Context: an optimization exercise on an open-source flow, tuned for small area. The choices shown serve that exercise and are no tape-out recipe. Where RTL was checked, it was by simulation tests only, not by an equivalence proof against the original.

Setup of the previous run:
==> flow/design.v (excerpt) <==
module tv80_cpu (
  input         clk,
  input         reset_n,
  input         cen,
  input         wait_n,
  input         int_n,
  input         nmi_n,
  input         busrq_n,
  input  [7:0]  di,
  output        m1_n,
  output        mreq_n,
  output        iorq_n,
  output        rd_n,
  output        wr_n,
  output        rfsh_n,
  output        halt_n,
  output        busak_n,
  output [15:0] A,
  output [7:0]  dout
);
  tv80e #(
    .Mode(1),
    .IOWait(0)
  ) T80x (
    .reset_n (reset_n),
    .clk     (clk),
    .cen     (cen),
    .wait_n  (wait_n),
    .int_n   (int_n),
    .nmi_n   (nmi_n),
    .busrq_n (busrq_n),
    .mreq_n  (mreq_n),
    .rd_n    (rd_n),
    .wr_n    (wr_n),
    .A       (A),
    .di      (di),
    .dout    (dout),
    .m1_n    (m1_n),
    .iorq_n  (iorq_n),
    .rfsh_n  (rfsh_n),
    .halt_n  (halt_n),
    .busak_n (busak_n)
  );
endmodule
clock: 12.0 ns
lec_check: 0
cap_margin: 20
core_margin: 2
core_utilization: 40
slew_margin: 20
run.sh (not shown) runs the stock make flow with config.mk's settings and CLKGATE_MAP_FILE= SYNTH_SCRIPT=/design/flow/synth_recipe.tcl, a recipe that flattens the netlist after the stock synthesis.
In summary, the previous run completed successfully, with a layout that passed the timing, DRC and antenna checks.
The inputs of the current run differ from those of the previous run as listed below.
==> flow/flow/run.sh (new file) <==
#!/bin/bash
# Own layout flow: the standard synthesis, then an area-oriented re-mapping of
# the combinational logic only (every register instance is kept as synthesized),
# then the standard layout steps from floorplan to finish.
set -euo pipefail
WORK=$(pwd)
FLOWDIR=$(cd "$(dirname "${BASH_SOURCE[0]}")" && pwd)
R=$WORK/orfs/results/$FLOW_PLATFORM/tv80_cpu/base
YOSYS=$FLOW_HOME/../tools/install/yosys/bin/yosys
[ -x "$YOSYS" ] || YOSYS=yosys

bash standard.sh synth > $WORK/log_synth.txt 2>&1

cp $R/1_2_yosys.v $WORK/std_1_2_yosys.v
LIB=$FLOW_HOME/platforms/$FLOW_PLATFORM/lib/sky130_fd_sc_hd__tt_025C_1v80.lib \
IN=$WORK/std_1_2_yosys.v OUT=$WORK/reopt.v TOP=$FLOW_TOP \
  $YOSYS -c $FLOWDIR/reopt.tcl > $WORK/log_reopt.txt 2>&1
cp $WORK/reopt.v $R/1_2_yosys.v
rm -f $R/1_synth.odb $R/1_synth.sdc

bash standard.sh finish > $WORK/log_finish.txt 2>&1
==> flow/flow/reopt.tcl (new file) <==
# Re-map the combinational cells of the standard synthesis netlist for area.
# Register cells are black boxes here, so their instances and names are kept.
yosys -import
set lib $::env(LIB)
read_liberty -ignore_miss_func $lib
set ffs [list]
foreach c [split [exec grep -o {cell *( *"\?sky130_fd_sc_hd__[a-z0-9_]*} $lib] "\n"] {
  regexp {(sky130_fd_sc_hd__[a-z0-9_]*)} $c -> name
  if {[regexp {__(df|edf|sdf|dl|sdl|conb|tap|fill|decap|diode)} $name]} { lappend ffs $name }
}
blackbox {*}$ffs
read_verilog $::env(IN)
hierarchy -top $::env(TOP)
flatten
opt_clean -purge
set M "strash; dch -f; map -a; mfs2"
abc -liberty $lib -dont_use *probe* -dont_use *lpflow* -script "+$M; $M; $M; $M; $M; strash; dch -f; amap"
opt_clean -purge
hilomap -singleton -hicell sky130_fd_sc_hd__conb_1 HI -locell sky130_fd_sc_hd__conb_1 LO
splitnets
opt_clean -purge
stat -liberty $lib
write_verilog -noattr -nohex -nodec $::env(OUT)
==> flow/standard.sh (new file) <==
#!/bin/bash
# synth_recipe.tcl (not shown) runs the flow's synth.tcl, then flattens the netlist and writes it again
# the make line also repeats each setting of config.mk as NAME=value (left out here)
make -C /OpenROAD-flow-scripts/flow DESIGN_CONFIG=/design/flow/config.mk WORK_HOME=/design/flow/orfs CLKGATE_MAP_FILE= SYNTH_SCRIPT=/design/flow/synth_recipe.tcl "${@:-finish}"
removed: flow/run.sh
## What came out
The previous run and the current run all finish clean.
First-iteration DRC count deteriorates in the current run relative to the previous run.
Summary — cell area after layout, the current run relative to the previous run: lower, by 13%.
The setup slack after layout in the current run sits 1490 ps below the value recorded for the previous run.
Max gate count of the mapped netlist across the previous run and the current run: the previous run
Compared with the previous run, the current run shows layout filler cell count that has gone down by more than 10%.
Relative to the previous run, global-route wire length before repair has gone down in the current run.
Across both runs, area of the die was lower for the current run than for the previous run.
Function was not checked in any run of this note: the RTL went through the layout flow alone.


Setup of P:
Another version of the RTL of tv80_cpu (not shown whole).
Size in the first run: roughly 3,100 cells after synthesis, roughly 47 I/O pins.
// tv80_cpu
module tv80_cpu (
  input         clk,
  input         reset_n,
  input         cen,
  input         wait_n,
  input         int_n,
  input         nmi_n,
  input         busrq_n,
  input  [7:0]  di,
  output        m1_n,
  output        mreq_n,
  output        iorq_n,
  output        rd_n,
  output        wr_n,
  output        rfsh_n,
  output        halt_n,
  output        busak_n,
  output [15:0] A,
  output [7:0]  dout
);
  tv80e #(
    .Mode(1),
    .IOWait(0)
  ) T80x (
    .reset_n (reset_n),
    .clk     (clk),
    .cen     (cen),
    .wait_n  (wait_n),
    .int_n   (int_n),
    .nmi_n   (nmi_n),
    .busrq_n (busrq_n),
    .mreq_n  (mreq_n),
    .rd_n    (rd_n),
    .wr_n    (wr_n),
    .A       (A),
    .di      (di),
    .dout    (dout),
    .m1_n    (m1_n),
    .iorq_n  (iorq_n),
    .rfsh_n  (rfsh_n),
    .halt_n  (halt_n),
    .busak_n (busak_n)
  );
endmodule
export LEC_CHECK = 0
export CAP_MARGIN = 15
export CORE_MARGIN = 2
export CORE_UTILIZATION = 46
export GPL_TIMING_DRIVEN = 0
export SETUP_SLACK_MARGIN = 0.45
export SLEW_MARGIN = 15
create_clock -name core_clock -period 12.0 [get_ports {clk}]
standard.sh (not shown) runs the stock make flow with config.mk's settings and CLKGATE_MAP_FILE= SYNTH_SCRIPT=/design/flow/synth_recipe.tcl, a recipe that flattens the netlist after the stock synthesis.
==> flow/flow/run.sh <==
#!/bin/bash
# Own layout flow: the standard synthesis, then an area-oriented re-mapping of
# the combinational logic only (every register instance is kept as synthesized),
# then the standard layout steps from floorplan to finish.
set -euo pipefail
WORK=$(pwd)
FLOWDIR=$(cd "$(dirname "${BASH_SOURCE[0]}")" && pwd)
R=$WORK/orfs/results/$FLOW_PLATFORM/tv80_cpu/base
YOSYS=$FLOW_HOME/../tools/install/yosys/bin/yosys
[ -x "$YOSYS" ] || YOSYS=yosys

bash standard.sh synth > $WORK/log_synth.txt 2>&1

cp $R/1_2_yosys.v $WORK/std_1_2_yosys.v
# Several independent runs of the re-mapping (different random seeds of
# ABC's &deepsyn), in parallel; the smallest netlist is kept.
LIB=$FLOW_HOME/platforms/$FLOW_PLATFORM/lib/sky130_fd_sc_hd__tt_025C_1v80.lib
NRUN=${NUM_CORES:-4}
for k in $(seq 1 $NRUN); do
  LIB=$LIB IN=$WORK/std_1_2_yosys.v OUT=$WORK/reopt_$k.v TOP=$FLOW_TOP DS_T=420 DS_SEED=$((k * 11)) \
    $YOSYS -c $FLOWDIR/reopt.tcl > $WORK/log_reopt_$k.txt 2>&1 &
done
wait
best=""; bestA=""
for k in $(seq 1 $NRUN); do
  a=$(grep "Chip area" $WORK/log_reopt_$k.txt | awk '{print $NF}') || true
  [ -n "$a" ] && [ -s $WORK/reopt_$k.v ] || continue
  if [ -z "$best" ] || awk -v a=$a -v b=$bestA 'BEGIN{exit !(a<b)}'; then best=$k; bestA=$a; fi
done
echo "kept run $best, area $bestA" | tee $WORK/log_reopt_choice.txt
cp $WORK/reopt_$best.v $WORK/reopt.v
cp $WORK/reopt.v $R/1_2_yosys.v
rm -f $R/1_synth.odb $R/1_synth.sdc

# Clock tree: smaller buffers, larger sink clusters, no dummy loads.
CTS="-sink_clustering_enable -repair_clock_nets -dont_use_dummy_load -buf_list sky130_fd_sc_hd__clkbuf_8 -sink_clustering_size 14 -sink_clustering_max_diameter 55"
bash standard.sh "CTS_ARGS=$CTS" "BUFFER_PORTS_ARGS=-buffer_cell sky130_fd_sc_hd__buf_1" finish > $WORK/log_finish.txt 2>&1
==> flow/flow/reopt.tcl <==
# Re-map the combinational cells of the standard synthesis netlist for area.
# Register cells are black boxes here, so their instances and names are kept.
yosys -import
set lib $::env(LIB)
read_liberty -ignore_miss_func $lib
set ffs [list]
foreach c [split [exec grep -o {cell *( *"\?sky130_fd_sc_hd__[a-z0-9_]*} $lib] "\n"] {
  regexp {(sky130_fd_sc_hd__[a-z0-9_]*)} $c -> name
  if {[regexp {__(df|edf|sdf|dl|sdl|conb|tap|fill|decap|diode)} $name]} { lappend ffs $name }
}
blackbox {*}$ffs
read_verilog $::env(IN)
hierarchy -top $::env(TOP)
flatten
opt_clean -purge
set M "strash; dch -f; map -a; mfs2"
abc -liberty $lib -dont_use *probe* -dont_use *lpflow* -script "+$M; strash; &get -n; &deepsyn -T $::env(DS_T) -S $::env(DS_SEED); &put; $M; $M; strash; dch -f; amap"
opt_clean -purge
hilomap -singleton -hicell sky130_fd_sc_hd__conb_1 HI -locell sky130_fd_sc_hd__conb_1 LO
splitnets
opt_clean -purge
stat -liberty $lib
write_verilog -noattr -nohex -nodec $::env(OUT)
The inputs of Q differ from those of P as listed below.
# P
export LEC_CHECK = 0
export CAP_MARGIN = 15
export CORE_MARGIN = 2
export CORE_UTILIZATION = 46
export GPL_TIMING_DRIVEN = 0
export SETUP_SLACK_MARGIN = 0.45
export SLEW_MARGIN = 15
create_clock -name core_clock -period 12.0 [get_ports {clk}]
# Q
export LEC_CHECK = 0
export CAP_MARGIN = 20
export CORE_MARGIN = 2
export CORE_UTILIZATION = 40
export GPL_TIMING_DRIVEN = 0
export SETUP_SLACK_MARGIN = 0.3
export SLEW_MARGIN = 20
create_clock -name core_clock -period 12.0 [get_ports {clk}]
--- a/flow/flow/run.sh
+++ b/flow/flow/run.sh
@@ -36 +36 @@
-CTS="-sink_clustering_enable -repair_clock_nets -dont_use_dummy_load -buf_list sky130_fd_sc_hd__clkbuf_8 -sink_clustering_size 14 -sink_clustering_max_diameter 55"
+CTS="-sink_clustering_enable -repair_clock_nets -dont_use_dummy_load -buf_list sky130_fd_sc_hd__clkbuf_8 -sink_clustering_size 12 -sink_clustering_max_diameter 50"
--- outcome ---
Between Q and P, it is Q whose number of filler cells placed in the layout is higher, by 19%.
P → Q: worst hold slack increased by 27 ps relative to the old numbers; post-CTS resize count dropped 4.
The lower area added between synthesis and finish of Q and P is in P.
Modified inputs, R compared to Q
# Q
export LEC_CHECK = 0
export CAP_MARGIN = 20
export CORE_MARGIN = 2
export CORE_UTILIZATION = 40
export GPL_TIMING_DRIVEN = 0
export SETUP_SLACK_MARGIN = 0.3
export SLEW_MARGIN = 20
create_clock -name core_clock -period 12.0 [get_ports {clk}]
# R
export LEC_CHECK = 0
export CAP_MARGIN = 20
export CORE_MARGIN = 2
export CORE_UTILIZATION = 40
export GPL_TIMING_DRIVEN = 0
export SETUP_SLACK_MARGIN = 0.5
export SLEW_MARGIN = 20
create_clock -name core_clock -period 12.0 [get_ports {clk}]
--- a/flow/flow/run.sh
+++ b/flow/flow/run.sh
@@ -15,17 +15,3 @@
-# Several independent runs of the re-mapping (different random seeds of
-# ABC's &deepsyn), in parallel; the smallest netlist is kept.
-LIB=$FLOW_HOME/platforms/$FLOW_PLATFORM/lib/sky130_fd_sc_hd__tt_025C_1v80.lib
-NRUN=${NUM_CORES:-4}
-for k in $(seq 1 $NRUN); do
-  LIB=$LIB IN=$WORK/std_1_2_yosys.v OUT=$WORK/reopt_$k.v TOP=$FLOW_TOP DS_T=420 DS_SEED=$((k * 11)) \
-    $YOSYS -c $FLOWDIR/reopt.tcl > $WORK/log_reopt_$k.txt 2>&1 &
-done
-wait
-best=""; bestA=""
-for k in $(seq 1 $NRUN); do
-  a=$(grep "Chip area" $WORK/log_reopt_$k.txt | awk '{print $NF}') || true
-  [ -n "$a" ] && [ -s $WORK/reopt_$k.v ] || continue
-  if [ -z "$best" ] || awk -v a=$a -v b=$bestA 'BEGIN{exit !(a<b)}'; then best=$k; bestA=$a; fi
-done
-echo "kept run $best, area $bestA" | tee $WORK/log_reopt_choice.txt
-cp $WORK/reopt_$best.v $WORK/reopt.v
+LIB=$FLOW_HOME/platforms/$FLOW_PLATFORM/lib/sky130_fd_sc_hd__tt_025C_1v80.lib \
+IN=$WORK/std_1_2_yosys.v OUT=$WORK/reopt.v TOP=$FLOW_TOP \
+  $YOSYS -c $FLOWDIR/reopt.tcl > $WORK/log_reopt.txt 2>&1
--- a/flow/flow/reopt.tcl
+++ b/flow/flow/reopt.tcl
@@ -17 +17 @@
-abc -liberty $lib -dont_use *probe* -dont_use *lpflow* -script "+$M; strash; &get -n; &deepsyn -T $::env(DS_T) -S $::env(DS_SEED); &put; $M; $M; strash; dch -f; amap"
+abc -liberty $lib -dont_use *probe* -dont_use *lpflow* -script "+$M; strash; &get -n; &deepsyn -T 300; &put; $M; $M; strash; dch -f; amap"
Notes after the runs:
- R: PASS, flow complete, no timing, DRC or antenna violations
- Taking Q as the reference, in R non-clock buffer count +about 3.5%, number of cells produced by synthesis +about 0.7%.
- Q has lower die area than R.


lane 1:
Starting RTL as in the previous note.
export LEC_CHECK = 0
export CAP_MARGIN = 15
export CORE_MARGIN = 2
export CORE_UTILIZATION = 50
export GPL_TIMING_DRIVEN = 0
export SETUP_SLACK_MARGIN = 0.45
export SLEW_MARGIN = 15
create_clock -name core_clock -period 12.0 [get_ports {clk}]
==> flow/flow/run.sh <==
#!/bin/bash
# Own layout flow: the standard synthesis, then an area-oriented re-mapping of
# the combinational logic only (every register instance is kept as synthesized),
# then the standard layout steps from floorplan to finish.
set -euo pipefail
WORK=$(pwd)
FLOWDIR=$(cd "$(dirname "${BASH_SOURCE[0]}")" && pwd)
R=$WORK/orfs/results/$FLOW_PLATFORM/tv80_cpu/base
YOSYS=$FLOW_HOME/../tools/install/yosys/bin/yosys
[ -x "$YOSYS" ] || YOSYS=yosys

bash standard.sh synth > $WORK/log_synth.txt 2>&1

cp $R/1_2_yosys.v $WORK/std_1_2_yosys.v
# Several independent runs of the re-mapping (different random seeds of
# ABC's &deepsyn), in parallel; the smallest netlist is kept.
LIB=$FLOW_HOME/platforms/$FLOW_PLATFORM/lib/sky130_fd_sc_hd__tt_025C_1v80.lib
NRUN=${NUM_CORES:-4}
for k in $(seq 1 $NRUN); do
  LIB=$LIB IN=$WORK/std_1_2_yosys.v OUT=$WORK/reopt_$k.v TOP=$FLOW_TOP DS_T=420 DS_SEED=$((k * 11)) \
    $YOSYS -c $FLOWDIR/reopt.tcl > $WORK/log_reopt_$k.txt 2>&1 &
done
wait
best=""; bestA=""
for k in $(seq 1 $NRUN); do
  a=$(grep "Chip area" $WORK/log_reopt_$k.txt | awk '{print $NF}') || true
  [ -n "$a" ] && [ -s $WORK/reopt_$k.v ] || continue
  if [ -z "$best" ] || awk -v a=$a -v b=$bestA 'BEGIN{exit !(a<b)}'; then best=$k; bestA=$a; fi
done
echo "kept run $best, area $bestA" | tee $WORK/log_reopt_choice.txt
cp $WORK/reopt_$best.v $WORK/reopt.v
cp $WORK/reopt.v $R/1_2_yosys.v
rm -f $R/1_synth.odb $R/1_synth.sdc

# Clock tree: smaller buffers, larger sink clusters, no dummy loads.
CTS="-sink_clustering_enable -repair_clock_nets -dont_use_dummy_load -buf_list sky130_fd_sc_hd__clkbuf_8 -sink_clustering_size 14 -sink_clustering_max_diameter 55"
bash standard.sh "CTS_ARGS=$CTS" "BUFFER_PORTS_ARGS=-buffer_cell sky130_fd_sc_hd__buf_1" finish > $WORK/log_finish.txt 2>&1
Other scripts of this flow, unchanged in this note and not shown: flow/flow/reopt.tcl
Lane 1 went all the way through the flow, and no timing, DRC or antenna check failed.
Relative to lane 1, the following input files were edited for lane 2:
- CORE_UTILIZATION now 40, was 50
- SETUP_SLACK_MARGIN now 0.4, was 0.45
--- a/flow/flow/run.sh
+++ b/flow/flow/run.sh
@@ -36 +36 @@
-CTS="-sink_clustering_enable -repair_clock_nets -dont_use_dummy_load -buf_list sky130_fd_sc_hd__clkbuf_8 -sink_clustering_size 14 -sink_clustering_max_diameter 55"
+CTS="-sink_clustering_enable -repair_clock_nets -dont_use_dummy_load -buf_list sky130_fd_sc_hd__clkbuf_8 -sink_clustering_size 12 -sink_clustering_max_diameter 50"
[summary]
Lane 2 — length of routed met3 wiring about 0.7% lower, lane 1 as reference. Routed length per placed instance in lane 2 is 4.5% higher than in lane 1. [diff] wire length of the first global-routing pass, lane 2 relative to lane 1: regression. Compare lane 2 and lane 1 | wire length higher: lane 2. Compared with lane 1, lane 2 shows a higher share of the clock period used by the worst path.
Input changes introduced in lane 3 (baseline for comparison: lane 2):
- changing SLEW_MARGIN from 15 to 20
- changing CAP_MARGIN from 15 to 20
- changing CORE_UTILIZATION from 40 to 50
- changing SETUP_SLACK_MARGIN from 0.4 to 0.5
--- a/flow/flow/run.sh
+++ b/flow/flow/run.sh
@@ -36 +36 @@
-CTS="-sink_clustering_enable -repair_clock_nets -dont_use_dummy_load -buf_list sky130_fd_sc_hd__clkbuf_8 -sink_clustering_size 12 -sink_clustering_max_diameter 50"
+CTS="-sink_clustering_enable -repair_clock_nets -dont_use_dummy_load -buf_list sky130_fd_sc_hd__clkbuf_8 -sink_clustering_size 14 -sink_clustering_max_diameter 55"
[summary]
- Lane 2 did not stop at any stage, and its layout met the timing, DRC and antenna checks.
- The final layout from lane 3, which completed every stage, passed the timing, DRC and antenna checks at the end of the flow.
- Lane 3: die area lower than lane 2
- | post-synthesis to final-layout area growth | lane 3 vs lane 2 | 1.0 points lower |
- Lane 3 vs lane 2: count of clock-buffer cells in the layout down
- Area: lane 3 vs lane 2 -> lane 3 smaller
- Lane 3 has more setup slack than lane 2.
- Compared with lane 2, lane 3 shows a clock skew that is 0.026 ns lower.

## afterwards: timing with drivers on the ports
How much do the figures lean on ideal ports? The routed layouts below were timed once more, with nothing changed but the port constraints.
Step 1 assumes that a clkbuf_16 drives the clock port and a buf_2 every other input.
Step 2 times the ports against the registers' clock, not the clock port: input delays grow and output delays shrink by t, the midpoint of the rising clock arrivals with the driver on.
a / b / c = no drivers / after step 1 / after step 2; a / b = the first two.
run	shift t [ns]	setup WS [ns]	latest minus earliest clock arrival (ns)
the previous run	0.682	2.374 / 2.374 / 2.374	0.037 / 0.037
the current run	0.668	0.887 / 0.887 / 0.887	0.029 / 0.030
P	0.723	0.961 / 0.961 / 0.961	0.103 / 0.103
Q	0.720	0.846 / 0.846 / 0.846	0.106 / 0.106
R	0.704	0.926 / 0.926 / 0.926	0.107 / 0.106
lane 1	0.677	0.793 / 0.793 / 0.793	0.100 / 0.100
lane 2	0.724	0.733 / 0.733 / 0.733	0.102 / 0.102
lane 3	0.681	0.759 / 0.759 / 0.759	0.077 / 0.077
After both steps setup and hold are still met in every run listed.
